Source: an optimization exercise on an open RTL-to-GDS flow (aim: small area, a short achievable clock period and few clock cycles per item). Production flows keep margins and buffers that such runs may drop. No functional check of the RTL was part of any run shown here.

==> flow/design.v, too long to show whole: its modules and the start of the top module <==
// module Milestone1_convert: 290 lines
// module yt_part: 55 lines
// module pix_sum: 374 lines
// module fir_sum: 147 lines
// module csa_fa: 4 lines
// module csa_ha: 4 lines
module Milestone1_convert (
	input  logic          Clock,
	input  logic          Resetn,
	input  logic          Enable,
	input  logic   [15:0] SRAM_read_data,
	input  logic          redo,
	output logic          SRAM_we_n,
	output logic   [17:0] SRAM_address,
	output logic   [15:0] SRAM_write_data,
	output logic          Finish
);
  // ...
==> flow/flow/run.sh <==
#!/bin/bash
# Standard ORFS layout (standard.sh) with these changes in how it is made:
#  - the port buffers are buf_4 cells instead of the buffer ORFS picks
#  - clock tree: larger sink clusters, no dummy loads
#  - timing repair aims at a setup margin below the design's clock period
# The SDC, clock period and I/O constraints are the standard flow's, unchanged.
set -euo pipefail
bash standard.sh SETUP_SLACK_MARGIN=10.0 \
  "BUFFER_PORTS_ARGS=-buffer_cell sky130_fd_sc_hd__buf_4" \
  "CTS_ARGS=-sink_clustering_enable -repair_clock_nets -sink_clustering_size 36 -sink_clustering_max_diameter 70 -dont_use_dummy_load" \
  finish > orfs_make.log 2>&1
==> flow/standard.sh <==
#!/bin/bash
# synth_recipe.tcl (not shown) runs the flow's synth.tcl, then flattens the netlist and writes it again
# the make line also repeats each setting of config.mk as NAME=value (left out here)
make -C /OpenROAD-flow-scripts/flow DESIGN_CONFIG=/design/flow/config.mk WORK_HOME=/design/flow/orfs CLKGATE_MAP_FILE= SYNTH_SCRIPT=/design/flow/synth_recipe.tcl "${@:-finish}"
==> flow/config.mk <==
export PLATFORM = sky130hd
export DESIGN_NAME = Milestone1_convert
export DESIGN_NICKNAME = Milestone1_convert
export VERILOG_FILES = /design/flow/design.v
export SDC_FILE = /design/flow/constraint.sdc
export NUM_CORES = 4
export LEC_CHECK = 0
export CAP_MARGIN = 20
export CORE_MARGIN = 2
export CORE_UTILIZATION = 40
export SLEW_MARGIN = 20
export SYNTH_HIERARCHICAL = 1
==> flow/constraint.sdc <==
create_clock -name core_clock -period 14.0 [get_ports {Clock}]
set_input_delay 2.8000 -clock core_clock [delete_from_list [all_inputs] [get_ports {Clock}]]
set_output_delay 2.8000 -clock core_clock [all_outputs]
set_load 0.01 [all_outputs]
==> impl_metrics.sql, run 1 <==
INSERT INTO impl_metrics (metric_group, metric, value, unit) VALUES
('layout', 'clock_cell_area_share', '0.0326', ''),
('setup_path', 'critPathRequiredTime', '11.20', 'ns'),
('layout', 'regArea', '11200', 'µm²'),
('detailed_routing', 'antenna_left', '0', ''),
('layout', 'comb.multi_input.count', '1429', ''),
('grt', 'number_of_antenna_violations_at_the_first_check_in_global_routing', '1', ''),
('synth', 'netlist-cell-type-count', '84', ''),
('clocking', 'cts-resized-gates', '1', ''),
('layout', 'layout.clock_buffers', '35', ''),
('clocking', 'cts_root_buf', 'clkbuf_16', ''),
('clocking', 'tritoncts.num_buffers', '35', ''),
('timing', 'worst_slew_pin_slew', '0.995', 'ns'),
('detailed_routing', 'drt-pass1-iter-count', '5', ''),
('timing', 'max_slew_margin', '0.337', ''),
('synth', 'ys_dominant_reg_cell', 'dfxtp_1', ''),
('min_path', 'hold_path_class', 'reg2reg', ''),
('layout', 'layout.cells.most_common', 'dfxtp_1', ''),
('detailed_routing', 'num_vias', '15346', ''),
('detailed_routing', 'top_layer_used', 'met4', ''),
('layout', 'post-route-util', '0.434', ''),
('min_path', 'hold_end', 'tag_c[1]', ''),
('detailed_routing', 'wl', '55.9', 'mm'),
('status', 'result_of_the_run', 'finished clean', ''),
('layout', 'design.final.nets', '2527', ''),
('timing', 'finalWorstPathRequiredPeriod', '3.93', 'ns'),
('setup_path', 'timing.critical_path.from', 'SRAM_address[6]', ''),
('clocking', 'hold_buffers', '0', ''),
('detailed_routing', 'wire_per_inst', '18.8', 'µm'),
('placed_design', 'placement.setup.worst_slack', '9.86', 'ns'),
('layout', 'multiInputGateArea', '12700', 'µm²'),
('floorplanning', 'chipWidth', '254', 'µm'),
('floorplanning', 'floorplan.core_area', '61800', 'µm²'),
('synth', 'synth-seq-cells', '472', ''),
('detailed_routing', 'met1Wirelength', '25.6', 'mm'),
('synth', 'synth_most_common_cell', 'dfxtp_1', ''),
('floorplanning', 'placementRows', '91', ''),
('run', 'cap_viol_max_count', '0', '');
==> module Milestone1_convert, before the edit <==
module Milestone1_convert (
	input  logic          Clock,
	input  logic          Resetn,
	input  logic          Enable,
	input  logic   [15:0] SRAM_read_data,
	input  logic          redo,
	output logic          SRAM_we_n,
	output logic   [17:0] SRAM_address,
	output logic   [15:0] SRAM_write_data,
	output logic          Finish
);
localparam logic [1:0] T_NONE = 2'd0, T_Y = 2'd1, T_U = 2'd2, T_V = 2'd3;
localparam logic [2:0] K_NONE = 3'd0, K_B0 = 3'd1, K_RG0 = 3'd2, K_RG1 = 3'd3, K_B1 = 3'd4;
localparam logic [2:0] I_NONE = 3'd0, I_HI = 3'd1, I_LO = 3'd2, I_REP = 3'd3, I_PORT = 3'd4;
logic        run;           
logic [3:0]  nph;           
logic [7:0]  nk;            
logic        nlead;         
logic [15:0] y_addr;        
logic [17:0] u_addr;        
logic [17:0] rgb_addr;      
logic [1:0]  tag_a, tag_b, tag_c;    
logic [2:0]  kind_a, kind_b;         
logic        c_even, c_isb, c_firv, c_ldv, c_ldu, c_ph2;
logic [2:0]  c_kind;
logic [2:0]  c_ins_u, c_ins_v;
logic [7:0]  y_lo;                  
logic [7:0]  y_sel;                 
logic [15:0] hu, hv;
logic [7:0]  su [0:5];
logic [7:0]  sv [0:5];
logic [8:0]  up_reg, vp_reg;        
logic [7:0]  b0_save, g1_save;
function automatic logic [11:0] succ(input logic [3:0] p, input logic [7:0] kk);
	logic [3:0] p2;
	logic [7:0] k2;
	p2 = p + 4'd1;
	k2 = kk;
	if (p == 4'd4) begin
		if (kk == 8'd159) p2 = 4'd5;
		else begin p2 = 4'd0; k2 = kk + 8'd1; end
	end else if (p == 4'd10) begin
		p2 = 4'd0; k2 = 8'd0;
	end
	succ = {p2, k2};
endfunction
function automatic logic [5:0] ins_of(input logic [3:0] p, input logic [7:0] kk);
	logic [2:0] iu, iv;
	iu = I_NONE;
	iv = I_NONE;
	case (p)
	4'd0: begin
		if (kk == 8'd0)        iv = I_PORT;
		else if (kk <= 8'd155) iv = kk[0] ? I_LO : I_HI;
		else if (kk == 8'd159) iv = I_HI;
		else                   iv = I_REP;
	end
	4'd2: begin
		if (kk == 8'd0)        iu = I_PORT;
		else if (kk <= 8'd155) iu = kk[0] ? I_LO : I_HI;
		else if (kk == 8'd159) iu = I_HI;
		else                   iu = I_REP;
		if (kk == 8'd159)      iv = I_REP;
	end
	4'd3: if (kk == 8'd159) begin iu = I_REP; iv = I_REP; end
	4'd4: if (kk == 8'd159) begin iu = I_REP; iv = I_LO; end
	4'd5: iu = I_LO;
	4'd6: iv = I_HI;
	4'd7: begin iu = I_HI; iv = I_LO; end
	4'd8: iu = I_LO;
	default: ;
	endcase
	ins_of = {iu, iv};
endfunction
logic [3:0] nph2;
logic [7:0] nk2;
assign {nph2, nk2} = succ(nph, nk);
logic nlead2;
assign nlead2 = nlead & ~(nph == 4'd10);
logic rd_y, rd_u, rd_v;
always_comb begin
	rd_y = 1'b0; rd_u = 1'b0; rd_v = 1'b0;
	case (nph)
	4'd3: begin
		if (nk == 8'd159) rd_v = 1'b1;
		else              rd_y = ~nlead;
	end
	4'd4: begin
		if (nk <= 8'd153) begin
			if (nk[0]) rd_u = 1'b1;
			else       rd_v = (nk <= 8'd152);
		end else if (nk == 8'd155) rd_v = 1'b1;
		else if (nk == 8'd156 || nk == 8'd159) rd_u = 1'b1;
	end
	4'd8: rd_y = 1'b1;
	4'd9: rd_v = 1'b1;
	4'd0: rd_u = (nk == 8'd0);
	default: ;
	endcase
end
logic wr;    
assign wr = (kind_b == K_RG0) || (kind_b == K_RG1) || (kind_b == K_B1);
always_ff @(posedge Clock) begin
	SRAM_we_n <= ~(run && wr);
end
always_ff @(posedge Clock or negedge Resetn) begin
	if (!Resetn) begin
		run       <= 1'b0;
		Finish    <= 1'b0;
	end else begin
		if (run) begin
			if (nph == 4'd7 && y_addr == 16'd38400) begin
				run    <= 1'b0;
				Finish <= 1'b1;
			end
		end else if (Finish) begin
			if (redo) Finish <= 1'b0;
		end else if (Enable) begin
			run <= 1'b1;
		end
	end
end
logic [17:0] v_addr;
assign v_addr = {u_addr[17:8] + 10'd75, u_addr[7:0]};    
always_ff @(posedge Clock) begin
	tag_b  <= tag_a;
	tag_c  <= tag_b;
	kind_b <= kind_a;
	if (!run) begin
		nph      <= 4'd0;
		nk       <= 8'd156;
		nlead    <= 1'b1;
		y_addr   <= 16'd0;
		u_addr   <= 18'd38400;
		rgb_addr <= 18'd146944;
		SRAM_address <= 18'd57600;
		tag_a    <= (Enable && !Finish) ? T_V : T_NONE;
		kind_a   <= K_NONE;
		kind_b   <= K_NONE;
		c_even <= 1'b0; c_isb <= 1'b0; c_kind <= K_NONE; c_firv <= 1'b0;
		c_ldv  <= 1'b0; c_ldu <= 1'b0; c_ph2  <= 1'b0;
		c_ins_u <= I_NONE; c_ins_v <= I_NONE;
	end else begin
		nph   <= nph2;
		nk    <= nk2;
		nlead <= nlead2;
		c_even <= (nph == 4'd1) || (nph == 4'd2);
		c_isb  <= (nph == 4'd1) || (nph == 4'd4);
		c_kind <= (nph == 4'd1) ? K_B0 : (nph == 4'd2) ? K_RG0 :
		          (nph == 4'd3) ? K_RG1 : (nph == 4'd4) ? K_B1 : K_NONE;
		c_firv <= (nph == 4'd4) || (nph == 4'd10);
		c_ldv  <= (nph == 4'd1);
		c_ldu  <= (nph == 4'd2);
		c_ph2  <= (nph == 4'd2);
		{c_ins_u, c_ins_v} <= ins_of(nph, nk);
		kind_a <= nlead ? K_NONE : c_kind;
		tag_a <= T_NONE;
		if (rd_y) begin
			SRAM_address <= {2'd0, y_addr};
			y_addr <= y_addr + 16'd1;
			tag_a  <= T_Y;
		end
		if (rd_u) begin
			SRAM_address <= u_addr;
			u_addr <= u_addr + 18'd1;
			tag_a  <= T_U;
		end
		if (rd_v) begin
			SRAM_address <= v_addr;
			tag_a  <= T_V;
		end
		if (wr) begin
			SRAM_address <= rgb_addr;
			rgb_addr <= rgb_addr + 18'd1;
		end
	end
end
always_ff @(posedge Clock) begin
	if (tag_c == T_Y) y_lo <= SRAM_read_data[7:0];
	if (tag_c == T_U) hu   <= SRAM_read_data;
	if (tag_c == T_V) hv   <= SRAM_read_data;
	if (tag_c == T_Y)  y_sel <= SRAM_read_data[15:8];
	else if (c_ph2)    y_sel <= y_lo;
end
function automatic logic [7:0] ins_val(input logic [2:0] sel, input logic [15:0] h,
                                       input logic [7:0] last, input logic [7:0] port);
	case (sel)
	I_HI:    ins_val = h[15:8];
	I_LO:    ins_val = h[7:0];
	I_PORT:  ins_val = port;
	default: ins_val = last;
	endcase
endfunction
always_ff @(posedge Clock) begin
	if (c_ins_u != I_NONE) begin
		su[0] <= su[1]; su[1] <= su[2]; su[2] <= su[3];
		su[3] <= su[4]; su[4] <= su[5];
		su[5] <= ins_val(c_ins_u, hu, su[5], SRAM_read_data[15:8]);
	end
	if (c_ins_v != I_NONE) begin
		sv[0] <= sv[1]; sv[1] <= sv[2]; sv[2] <= sv[3];
		sv[3] <= sv[4]; sv[4] <= sv[5];
		sv[5] <= ins_val(c_ins_v, hv, sv[5], SRAM_read_data[15:8]);
	end
end
logic [7:0]  ta, tb, tc, td, te, tf;
assign ta = c_firv ? sv[0] : su[0];
assign tb = c_firv ? sv[1] : su[1];
assign tc = c_firv ? sv[2] : su[2];
assign td = c_firv ? sv[3] : su[3];
assign te = c_firv ? sv[4] : su[4];
assign tf = c_firv ? sv[5] : su[5];
logic [8:0]  t_af, t_be, t_cd;
assign t_af = {1'b0, ta} + {1'b0, tf};
assign t_be = {1'b0, tb} + {1'b0, te};
assign t_cd = {1'b0, tc} + {1'b0, td};
logic [8:0]  f_p1, f_np2, f_p3, f_np3;
always_ff @(posedge Clock) begin
	f_p1  <= t_af;
	f_np2 <= ~t_be;
	f_p3  <= t_cd;
	f_np3 <= ~t_cd;
end
logic [8:0] fm_a, fm_b, g_a, g_b;
logic       fm_c, g_c;
fir_sum u_fir (.p1(f_p1), .np2(f_np2), .p3(f_p3), .np3(f_np3), .ha(fm_a), .hb(fm_b), .c(fm_c));
always_ff @(posedge Clock) begin
	g_a <= fm_a;
	g_b <= fm_b;
	g_c <= fm_c;
end
logic [8:0] fw;
assign fw = g_a + g_b + {8'd0, g_c};
always_ff @(posedge Clock) begin
	if (c_ldv) vp_reg <= fw;
	if (c_ldu) up_reg <= fw;
end
logic [8:0]  su9, sv9;
assign su9 = c_even ? {su[2][7], ~su[2][7], su[2][6:0]} : up_reg;
assign sv9 = c_even ? {sv[1][7], ~sv[1][7], sv[1][6:0]} : vp_reg;
logic [13:0] yl_m;
logic        yc_m;
logic [10:0] yh_m;
yt_part u_yt (.y(y_sel), .lo(yl_m), .c(yc_m), .hi(yh_m));
logic [13:0] p_ytl;
logic        p_ytc;
logic [10:0] p_yth;
logic [8:0]  p_u, p_v;
logic [10:0] p_u3, p_v3;
logic        p_isb;
always_ff @(posedge Clock) begin
	p_ytl <= yl_m;
	p_ytc <= yc_m;
	p_yth <= yh_m;
	p_isb <= c_isb;
	p_u   <= su9;
	p_u3  <= {2'd0, su9} + {1'b0, su9, 1'b0};
	p_v   <= sv9;
	p_v3  <= {2'd0, sv9} + {1'b0, sv9, 1'b0};
end
logic [10:0] q_xa, q_xb, q_ga, q_gb;
logic        q_xc, q_gc;
logic [10:0] m_xa, m_xb, m_ga, m_gb;
logic        m_xc, m_gc;
pix_sum u_pix (.ytl(p_ytl), .ytc(p_ytc), .yth(p_yth),
	.pu(p_u), .pu3(p_u3), .pv(p_v), .pv3(p_v3), .isb(p_isb),
	.xa(m_xa), .xb(m_xb), .xc(m_xc), .ga(m_ga), .gb(m_gb), .gc(m_gc));
always_ff @(posedge Clock) begin
	q_xa <= m_xa; q_xb <= m_xb; q_xc <= m_xc;
	q_ga <= m_ga; q_gb <= m_gb; q_gc <= m_gc;
end
function automatic logic [7:0] clip(input logic [10:0] s);
	clip = s[10] ? 8'd0 : (|s[9:8]) ? 8'd255 : s[7:0];
endfunction
logic [10:0] s_x, s_g;
assign s_x = q_xa + q_xb + {10'd0, q_xc};
assign s_g = q_ga + q_gb + {10'd0, q_gc};
logic [7:0] x8, g8;
assign x8 = clip(s_x);
assign g8 = clip(s_g);
always_ff @(posedge Clock) begin
	case (kind_b)
	K_RG0:   SRAM_write_data <= {x8, g8};
	K_RG1:   SRAM_write_data <= {b0_save, x8};
	default: SRAM_write_data <= {g1_save, x8};
	endcase
	if (kind_b == K_B0)  b0_save <= x8;
	if (kind_b == K_RG1) g1_save <= g8;
end
endmodule
==> inputs of run 2 (changes only) <==
--- a/flow/design.v
+++ b/flow/design.v
@@ -117,7 +117,7 @@
 logic [7:0]  su [0:5];
 logic [7:0]  sv [0:5];
 logic [8:0]  up_reg, vp_reg;        
-logic [7:0]  b0_save, g1_save;
+logic [7:0]  b0_save;
 function automatic logic [11:0] succ(input logic [3:0] p, input logic [7:0] kk);
 	logic [3:0] p2;
 	logic [7:0] k2;
@@ -301,16 +301,15 @@
 assign t_af = {1'b0, ta} + {1'b0, tf};
 assign t_be = {1'b0, tb} + {1'b0, te};
 assign t_cd = {1'b0, tc} + {1'b0, td};
-logic [8:0]  f_p1, f_np2, f_p3, f_np3;
+logic [8:0]  f_p1, f_np2, f_p3;
 always_ff @(posedge Clock) begin
 	f_p1  <= t_af;
 	f_np2 <= ~t_be;
 	f_p3  <= t_cd;
-	f_np3 <= ~t_cd;
 end
 logic [8:0] fm_a, fm_b, g_a, g_b;
 logic       fm_c, g_c;
-fir_sum u_fir (.p1(f_p1), .np2(f_np2), .p3(f_p3), .np3(f_np3), .ha(fm_a), .hb(fm_b), .c(fm_c));
+fir_sum u_fir (.p1(f_p1), .np2(f_np2), .p3(f_p3), .np3(~f_p3), .ha(fm_a), .hb(fm_b), .c(fm_c));
 always_ff @(posedge Clock) begin
 	g_a <= fm_a;
 	g_b <= fm_b;
@@ -369,10 +368,9 @@
 	case (kind_b)
 	K_RG0:   SRAM_write_data <= {x8, g8};
 	K_RG1:   SRAM_write_data <= {b0_save, x8};
-	default: SRAM_write_data <= {g1_save, x8};
+	default: SRAM_write_data <= {g8, x8};
 	endcase
 	if (kind_b == K_B0)  b0_save <= x8;
-	if (kind_b == K_RG1) g1_save <= g8;
 end
 endmodule
 module yt_part(input wire [7:0] y, output wire [13:0] lo, output wire c, output wire [10:0] hi);
==> run 2 against run 1 <==
  * Still clean on timing, DRC and antenna
  * Critical path type unchanged
  * Critical endpoint is now SRAM_address[17]
  * Non-clock buffer count decreased by 5
  * Area after synthesis decreased by 1.5%
  * Clock skew decreased by 0.079 ns
  * Flip-flop and latch count decreased by 17
  * Highest routed layer unchanged
  * Global-route usage decreased by 0.14 points
  * Worst setup slack got worse by 0.014 ns
==> impl_metrics.sql, run 2 <==
INSERT INTO impl_metrics (metric_group, metric, value, unit) VALUES
('status', 'result_of_the_run', 'finished clean', ''),
('floorplanning', 'floorplan.core_area', '61400', 'µm²'),
('grt', 'use_met2', '0.306', ''),
('grt', 'number_of_antenna_violations_at_the_first_check_in_global_routing', '0', ''),
('synth', 'synth_cells', '2162', ''),
('synth', 'synth_warnings', '9', ''),
('clocking', 'cts_root_buf', 'clkbuf_16', ''),
('synth', 'avgSynthCellArea', '11.4', 'µm²'),
('setup_path', 'critPathCaptureType', 'output pin', ''),
('clocking', 'clkSlewWorstSetupHoldPaths', '0.10', 'ns'),
('floorplanning', 'design.die.area', '63800', 'µm²'),
('layout', 'design.final.nets', '2525', ''),
('run', 'cap_viol_max_count', '0', ''),
('clocking', 'cts_htree_levels', '1', ''),
('setup_path', 'cpLargestDelayFamily', 'flip-flops', ''),
('setup_path', 'critical_path.max_fanout', '2', ''),
('synth', 'netlist-cell-type-count', '78', ''),
('grt', 'global_route.usage.total', '0.175', ''),
('detailed_routing', 'num_vias', '15010', ''),
('clocking', 'post-cts-setup-buffers', '0', ''),
('setup_path', 'arrival_time_reported_for_the_critical_path_endpoint', '1.14', 'ns'),
('clocking', 'clk_latency', '0.58', 'ns'),
('timing', 'setup-violations-final', '0', ''),
('setup_path', 'critPathRequiredTime', '11.20', 'ns'),
('grt', 'groute.layer.met3.usage', '0.0202', ''),
('detailed_routing', 'wire_per_inst', '18.9', 'µm'),
('grt', 'grt_start_max_net_pins', '62', ''),
('timing', 'timing.clock.skew', '0.0605', 'ns'),
('timing', 'setup_tns', '0', 'ns'),
('timing', 'hold_viol', '0', ''),
('detailed_routing', 'wl', '55.3', 'mm'),
('floorplanning', 'placementRows', '91', ''),
('synth', 'mappedNetlistNets', '2547', ''),
('clocking', 'cts_max_path_buffers', '3', ''),
('layout', 'diodes', '0', ''),
('setup_path', 'crit_chain', 'buf_4', ''),
('floorplanning', 'top_level_ports', '56', ''),
('grt', 'grt_pass1_vias', '15974', ''),
('layout', 'layout-drive-gt1-share', '0.0842', ''),
('floorplanning', 'effective_utilization_at_floorplan', '0.403', ''),
('synth', 'netlist_area_pre_place', '24700', 'µm²'),
('detailed_routing', 'post-route-drc-count', '0', ''),
('placed_design', 'sum_of_net_half_perimeters_after_detailed_placement', '44.0', 'mm'),
('setup_path', 'crit_buf_inv', '1', ''),
('placed_design', 'place_congestion', '0.902', ''),
('detailed_routing', 'drt-pass1-iter-count', '6', ''),
('synth', 'synth_area_leaders', 'dfxtp_1 23%, edfxtp_1 21%, fa_1 15%, ha_1 9.3%, nand2_1 3.2%', ''),
('grt', 'globalRouteMet1Util', '0.230', ''),
('layout', 'mostFrequentLayoutCells', '281 x dfxtp_1, 209 x nand2_1, 183 x ha_1', ''),
('floorplanning', 'die_h', '253', 'µm'),
('timing', 'rsz_0062_raised_after_global_routing', 'false', ''),
('setup_path', 'critical-path-max-stage-delay', '0.41', 'ns'),
('timing', 'share_of_the_cycle_needed_by_the_critical_path_after_routing', '0.281', ''),
('clocking', 'tritoncts.num_buffers', '27', ''),
('layout', 'regs_by_ff_count', 'su: 48 flops, sv: 48 flops', ''),
('timing', 'finalWorstPathRequiredPeriod', '3.94', 'ns'),
('floorplanning', 'chipWidth', '253', 'µm'),
('synth', 'synth_top_area_frac', '0.229', ''),
('detailed_routing', 'drt_iter0_markers', '970', ''),
('timing', 'worst_slew_pin_slew', '0.974', 'ns'),
('synth', 'ys_dominant_reg_cell', 'dfxtp_1', ''),
('timing', 'achievable-frequency', '254', 'MHz'),
('detailed_routing', 'via_per_inst', '5.13', ''),
('clocking', 'hold_buffers', '0', ''),
('layout', 'layout.cells.most_common', 'dfxtp_1', ''),
('grt', 'grt_remaining_overflow', '0', ''),
('synth', 'synthTopCellsByCount', '283 x dfxtp_1, 209 x nand2_1, 183 x ha_1', ''),
('layout', 'area_growth', '5.97', '%'),
('grt', 'global_route.peak_usage_layer', 'met2', ''),
('timing', 'max_slew_margin', '0.350', ''),
('placed_design', 'count_of_input_and_output_buffers', '55', ''),
('grt', 'grt_pass1_wl', '87.3', 'mm'),
('synth', 'synth_most_common_cell', 'dfxtp_1', ''),
('timing', 'count_of_pins_over_their_slew_limit', '0', ''),
('synth', 'synth_async_sr_flop_share', '0.00440', ''),
('clocking', 'clock_tree_from_tritoncts', 'yes', ''),
('setup_path', 'timing.critical_path.slowest_stage_cell', 'dfxtp_1', ''),
('synth', 'synth_seq_area_share', '0.438', ''),
('setup_path', 'timing.setup.critical_path_class', 'reg2out', ''),
('synth', 'synth-seq-cells', '455', ''),
('clocking', 'clkSinkCount', '455', ''),
('synth', 'synthDominantAreaCellType', 'dfxtp_1', ''),
('detailed_routing', 'antenna_left', '0', ''),
('min_path', 'hold_path_class', 'reg2reg', ''),
('setup_path', 'setup.worst_path.start_class', 'flop', ''),
('synth', 'synth-edff-count', '170', '');
-- run 2: cell count changes after synthesis, sizes merged, moves of 10 or more --
cell	change
nand2	+36
inv	+16
o21ai	+13
xnor2	+13
xor2	-12
a22oi	-10
nand4	-10
-- run 2: Yosys stat by module (local to each module, per instance) --
module / cells / flip-flops and latches / area [µm²] / times used
csa_ha: 1 / 0 / 12.5 / 47
pix_sum: 247 / 0 / 1430 / 1
yt_part: 103 / 0 / 811 / 1
fir_sum: 35 / 0 / 280 / 1
csa_fa: 1 / 0 / 20.0 / 170
Milestone1_convert: 1560 / 455 / 18200 / 1
-- run 2: worst paths after layout --
path                                   from          endpoint  slack [ns]  cells after the start
setup reg to reg                      p_isb              q_xc       10.35                     13
hold reg to reg                    tag_a[0]          tag_b[0]        0.34                      0
hold / removal                     tag_a[0]          tag_b[0]        0.34                      0
min in group asynchronous            Resetn               run        1.98                      1
setup / recovery           SRAM_address[17]  SRAM_address[17]       10.06                      1
max in group asynchronous            Resetn               run       11.92                      1
-- run 2: area by class of cell --
cell class	count	area, µm²
timing repair buffer	63	473
tap	790	988
fill	5709	35200
sequential	455	10800
multi-input combinational	1442	12700
clock buffer	27	676
inverter	151	567
-- run 2: routing by layer --
layer	share of wire	vias to the layer above	wire, µm
met5	0	-	0
met4	0.024	0	1350
met3	0.036	71	2000
met2	0.49	254	27100
met1	0.45	7360	24900
li1	-	7325	-
-- run 2: cells by family after synthesis --
family,synth area share
AO/OA/AOI/OAI,0.0933
flip-flops,0.438
adder cells (fa/ha/maj),0.240
other,0.000152
XOR/XNOR,0.0425
AND/OR/NAND/NOR,0.0968
multiplexers,0.0389
buffers and inverters,0.0502
-- run 2: stage by stage --
stage / utilization / setup WS (ns) / hold slack (ns) / std cells / instance area (µm²)
floorplan: - / 10.57 / 0.310 / 2162 / 24700
global placement: 0.416 / 9.61 / 0.317 / 2901 / 25500
detailed placement: 0.416 / 9.66 / 0.318 / 2901 / 25500
CTS: 0.427 / 10.03 / 0.342 / 2928 / 26200
global route: 0.427 / 10.03 / 0.348 / 2928 / 26200
finish: 0.427 / 10.06 / 0.339 / 2928 / 26200
-- run 2: repair_timing --
item / in CTS / in global routing
gates cloned: 0 / 0
setup endpoints to repair: 1 / 1
gates resized for setup: 1 / 2
==> inputs of run 3 (changes only) <==
--- a/flow/flow/run.sh
+++ b/flow/flow/run.sh
@@ -7,5 +7,5 @@
 set -euo pipefail
 bash standard.sh SETUP_SLACK_MARGIN=10.0 \
   "BUFFER_PORTS_ARGS=-buffer_cell sky130_fd_sc_hd__buf_4" \
-  "CTS_ARGS=-sink_clustering_enable -repair_clock_nets -sink_clustering_size 36 -sink_clustering_max_diameter 70 -dont_use_dummy_load" \
+  "CTS_ARGS=-sink_clustering_enable -repair_clock_nets -root_buf sky130_fd_sc_hd__clkbuf_16 -buf_list sky130_fd_sc_hd__clkbuf_8 -sink_clustering_size 18 -sink_clustering_max_diameter 50 -dont_use_dummy_load" \
   finish > orfs_make.log 2>&1
==> run 3 against run 2 <==
  * Still clean on timing, DRC and antenna
  * Critical path depth unchanged
  * Wire length grew 0.57%
  * Critical path type unchanged
  * Highest routed layer unchanged
==> impl_metrics.sql, run 3 <==
INSERT INTO impl_metrics (metric_group, metric, value, unit) VALUES
('placed_design', 'count_of_input_and_output_buffers', '55', ''),
('grt', 'global_route.usage.total', '0.177', ''),
('timing', 'worst_slew_pin_slew', '1.02', 'ns'),
('status', 'result_of_the_run', 'finished clean', ''),
('clocking', 'cts_root_buf', 'clkbuf_16', ''),
('clocking', 'cts_max_path_buffers', '3', ''),
('detailed_routing', 'drt-pass1-iter-count', '5', ''),
('layout', 'regs_by_ff_count', 'su: 48 flops, sv: 48 flops', ''),
('synth', 'synth_seq_area_share', '0.438', ''),
('timing', 'max_slew_margin', '0.321', ''),
('synth', 'yosys.area_share.xor_xnor', '0.0425', ''),
('synth', 'combinational_family_with_the_most_area_after_synthesis', 'adder cells', ''),
('layout', 'mostFrequentLayoutCells', '281 x dfxtp_1, 209 x nand2_1, 183 x ha_1', ''),
('clocking', 'tritoncts.num_buffers', '41', ''),
('layout', 'layout.cells.most_common', 'dfxtp_1', ''),
('setup_path', 'critical_path.max_fanout', '2', ''),
('timing', 'setup_tns', '0', 'ns'),
('timing', 'timing.clock.skew', '0.0497', 'ns'),
('clocking', 'clock_tree_from_tritoncts', 'yes', ''),
('timing', 'rsz_0062_raised_after_global_routing', 'false', ''),
('synth', 'netlist-cell-type-count', '78', ''),
('clocking', 'clkSinkCount', '455', ''),
('min_path', 'hold_path_class', 'reg2reg', ''),
('timing', 'finalWorstPathRequiredPeriod', '3.90', 'ns'),
('setup_path', 'critPathRequiredTime', '11.20', 'ns'),
('detailed_routing', 'num_vias', '15090', ''),
('setup_path', 'critPathCaptureType', 'output pin', ''),
('synth', 'yosys.area_share.adder', '0.240', ''),
('clocking', 'post-cts-setup-buffers', '0', ''),
('grt', 'number_of_antenna_violations_at_the_first_check_in_global_routing', '0', ''),
('detailed_routing', 'wl', '55.7', 'mm'),
('floorplanning', 'effective_utilization_at_floorplan', '0.403', ''),
('detailed_routing', 'drt_iter0_markers', '756', ''),
('synth', 'synth_cells', '2162', ''),
('floorplanning', 'placementRows', '91', ''),
('synth', 'synth_warnings', '9', ''),
('synth', 'synthDominantAreaCellType', 'dfxtp_1', ''),
('detailed_routing', 'post-route-drc-count', '0', ''),
('setup_path', 'critical-path-max-stage-delay', '0.40', 'ns'),
('placed_design', 'sum_of_net_half_perimeters_after_detailed_placement', '44.0', 'mm'),
('grt', 'grt_start_max_net_pins', '62', ''),
('layout', 'diodes', '0', ''),
('timing', 'whs', '0.300', 'ns'),
('detailed_routing', 'wire_per_inst', '18.9', 'µm'),
('setup_path', 'timing.critical_path.slowest_stage_cell', 'dfxtp_1', ''),
('floorplanning', 'chipWidth', '253', 'µm'),
('synth', 'synth_top_area_frac', '0.229', ''),
('synth', 'netlist_area_pre_place', '24700', 'µm²'),
('grt', 'grt_pass1_wl', '87.7', 'mm'),
('detailed_routing', 'antenna_left', '0', ''),
('setup_path', 'crit_chain', 'buf_4', ''),
('synth', 'synth_mux_area_frac', '0.0389', ''),
('layout', 'final-instance-count-excl-fill', '2942', ''),
('grt', 'globalRouteMet1Util', '0.230', ''),
('grt', 'groute.layer.met3.usage', '0.0286', ''),
('layout', 'post-route-util', '0.426', ''),
('timing', 'share_of_the_cycle_needed_by_the_critical_path_after_routing', '0.278', ''),
('layout', 'design.final.nets', '2539', ''),
('placed_design', 'placement.setup.worst_slack', '9.66', 'ns'),
('grt', 'use_met2', '0.304', ''),
('synth', 'post_synthesis_share_of_cell_area_spent_on_and_or_nand_and_nor_gates', '0.0968', ''),
('grt', 'grt_pass1_vias', '16041', ''),
('grt', 'grt_remaining_overflow', '0', ''),
('timing', 'achievable-frequency', '257', 'MHz'),
('layout', 'layout-drive-gt1-share', '0.0901', ''),
('floorplanning', 'design.die.area', '63800', 'µm²'),
('timing', 'final_critical_path_setup_slack', '10.10', 'ns'),
('timing', 'hold_viol', '0', ''),
('synth', 'synth-compound-area-share', '0.0933', ''),
('layout', 'layout_fillers', '5717', ''),
('synth', 'avgSynthCellArea', '11.4', 'µm²'),
('setup_path', 'arrival_time_reported_for_the_critical_path_endpoint', '1.10', 'ns'),
('setup_path', 'timing.setup.critical_path_class', 'reg2out', ''),
('synth', 'synthTopCellsByCount', '283 x dfxtp_1, 209 x nand2_1, 183 x ha_1', ''),
('synth', 'synth-seq-cells', '455', ''),
('run', 'cap_viol_max_count', '0', ''),
('synth', 'synth_async_sr_flop_share', '0.00440', ''),
('synth', 'synth_area_leaders', 'dfxtp_1 23%, edfxtp_1 21%, fa_1 15%, ha_1 9.3%, nand2_1 3.2%', ''),
('floorplanning', 'top_level_ports', '56', ''),
('timing', 'count_of_pins_over_their_slew_limit', '0', ''),
('setup_path', 'cpLargestDelayFamily', 'flip-flops', ''),
('placed_design', 'place_congestion', '0.902', ''),
('synth', 'ys_dominant_reg_cell', 'dfxtp_1', ''),
('detailed_routing', 'via_per_inst', '5.13', ''),
('synth', 'mappedNetlistNets', '2547', ''),
('setup_path', 'crit_buf_inv', '1', ''),
('clocking', 'clkSlewWorstSetupHoldPaths', '0.10', 'ns'),
('timing', 'setup-violations-final', '0', ''),
('synth', 'synth-edff-count', '170', ''),
('floorplanning', 'die_h', '253', 'µm'),
('clocking', 'clk_latency', '0.53', 'ns'),
('grt', 'global_route.peak_usage_layer', 'met2', ''),
('clocking', 'hold_buffers', '0', ''),
('floorplanning', 'floorplan.core_area', '61400', 'µm²'),
('placed_design', 'place.detailed.instances', '2901', ''),
('synth', 'synth_most_common_cell', 'dfxtp_1', ''),
('layout', 'area_growth', '5.75', '%'),
('clocking', 'cts_htree_levels', '2', ''),
('setup_path', 'setup.worst_path.start_class', 'flop', '');
[run 3: cell counts after synthesis]
Identical to the previous run, type by type.
[run 3: repair_timing]
item / in CTS / in global routing
cloned: 0 / 0
endpoints found under the setup margin: 1 / 1
gates resized for setup: 1 / 2
pin swaps: 0 / 0
[run 3: cell type report]
type | count | area [µm²] | area share
Clock buffer | 41 | 621 | 0.0238
Timing Repair Buffer | 63 | 473 | 0.0181
Sequential cell | 455 | 10800 | 0.414
Multi-Input combinational cell | 1442 | 12700 | 0.484
Tap cell | 790 | 988 | 0.0378
Inverter | 151 | 567 | 0.0217
[run 3: cell families after synthesis]
group,count (synthesis)
buf+inv,265
compound gates,354
xor+xnor,120
other cells,1
flops,455
simple gates,514
fa+ha+maj,365
mux,88
[run 3: worst paths after layout]
| path | from | to | slack (ns) | cells after the start |
|---|---|---|---|---|
| worst min-delay path | c_isb | p_isb | 0.30 | 0 |
| min in group asynchronous | Resetn | run | 2.03 | 1 |
| worst min register to register | c_isb | p_isb | 0.30 | 0 |
| max in group asynchronous | Resetn | run | 11.87 | 1 |
| worst max register to register | p_isb | q_xc | 10.33 | 13 |
| worst max-delay path | SRAM_address[8] | SRAM_address[8] | 10.10 | 1 |
[run 3: stage by stage]
stage          cell area (µm²)
6_report                 26100
3_5_place_dp             25500
4_1_cts                  26100
5_1_grt                  26100
2_1_floorplan            24700
3_3_place_gp             25500
[run 3: metal layers]
metal | vias to the layer above | share of wire
li1 | 7348 | -
met1 | 7391 | 0.45
met2 | 265 | 0.48
met3 | 86 | 0.039
met4 | 0 | 0.027
met5 | - | 0
[run 3: Yosys stat by module, one instance, submodules excluded]
module / copies in the design / cells inside
csa_ha: 47 / 1
Milestone1_convert: 1 / 1560
yt_part: 1 / 103
fir_sum: 1 / 35
pix_sum: 1 / 247
csa_fa: 170 / 1

## separate check: timing with driven ports
How much do the figures lean on ideal ports? The routed layouts below were timed once more, with nothing changed but the port constraints.
Step 1, drivers: a clkbuf_16 drives Clock and a buf_2 each remaining input, both assumed.
Step 2 adds t to the input delays and takes it off the output delays; t is the mean of the earliest and latest rising clock arrival at the registers after step 1. Input paths then give back, and output paths get back, about the clock's delay inside the block.
a / b / c = no drivers / after step 1 / after step 2; a / b = the first two.
run | t, ns | setup WS [ns] | slew at the worst register clock pin (ns) | worst data-port slew with drivers (ns) | pins driven straight from the clock port
run 1 | 0.595 | 10.074 / 10.022 / 10.306 | 0.11 / 0.11 | 0.08 | 1
run 2 | 0.609 | 10.061 / 10.005 / 10.348 | 0.11 / 0.11 | 0.07 | 1
run 3 | 0.578 | 10.104 / 10.047 / 10.331 | 0.11 / 0.11 | 0.06 | 1
After both steps setup and hold are still met in every run listed.
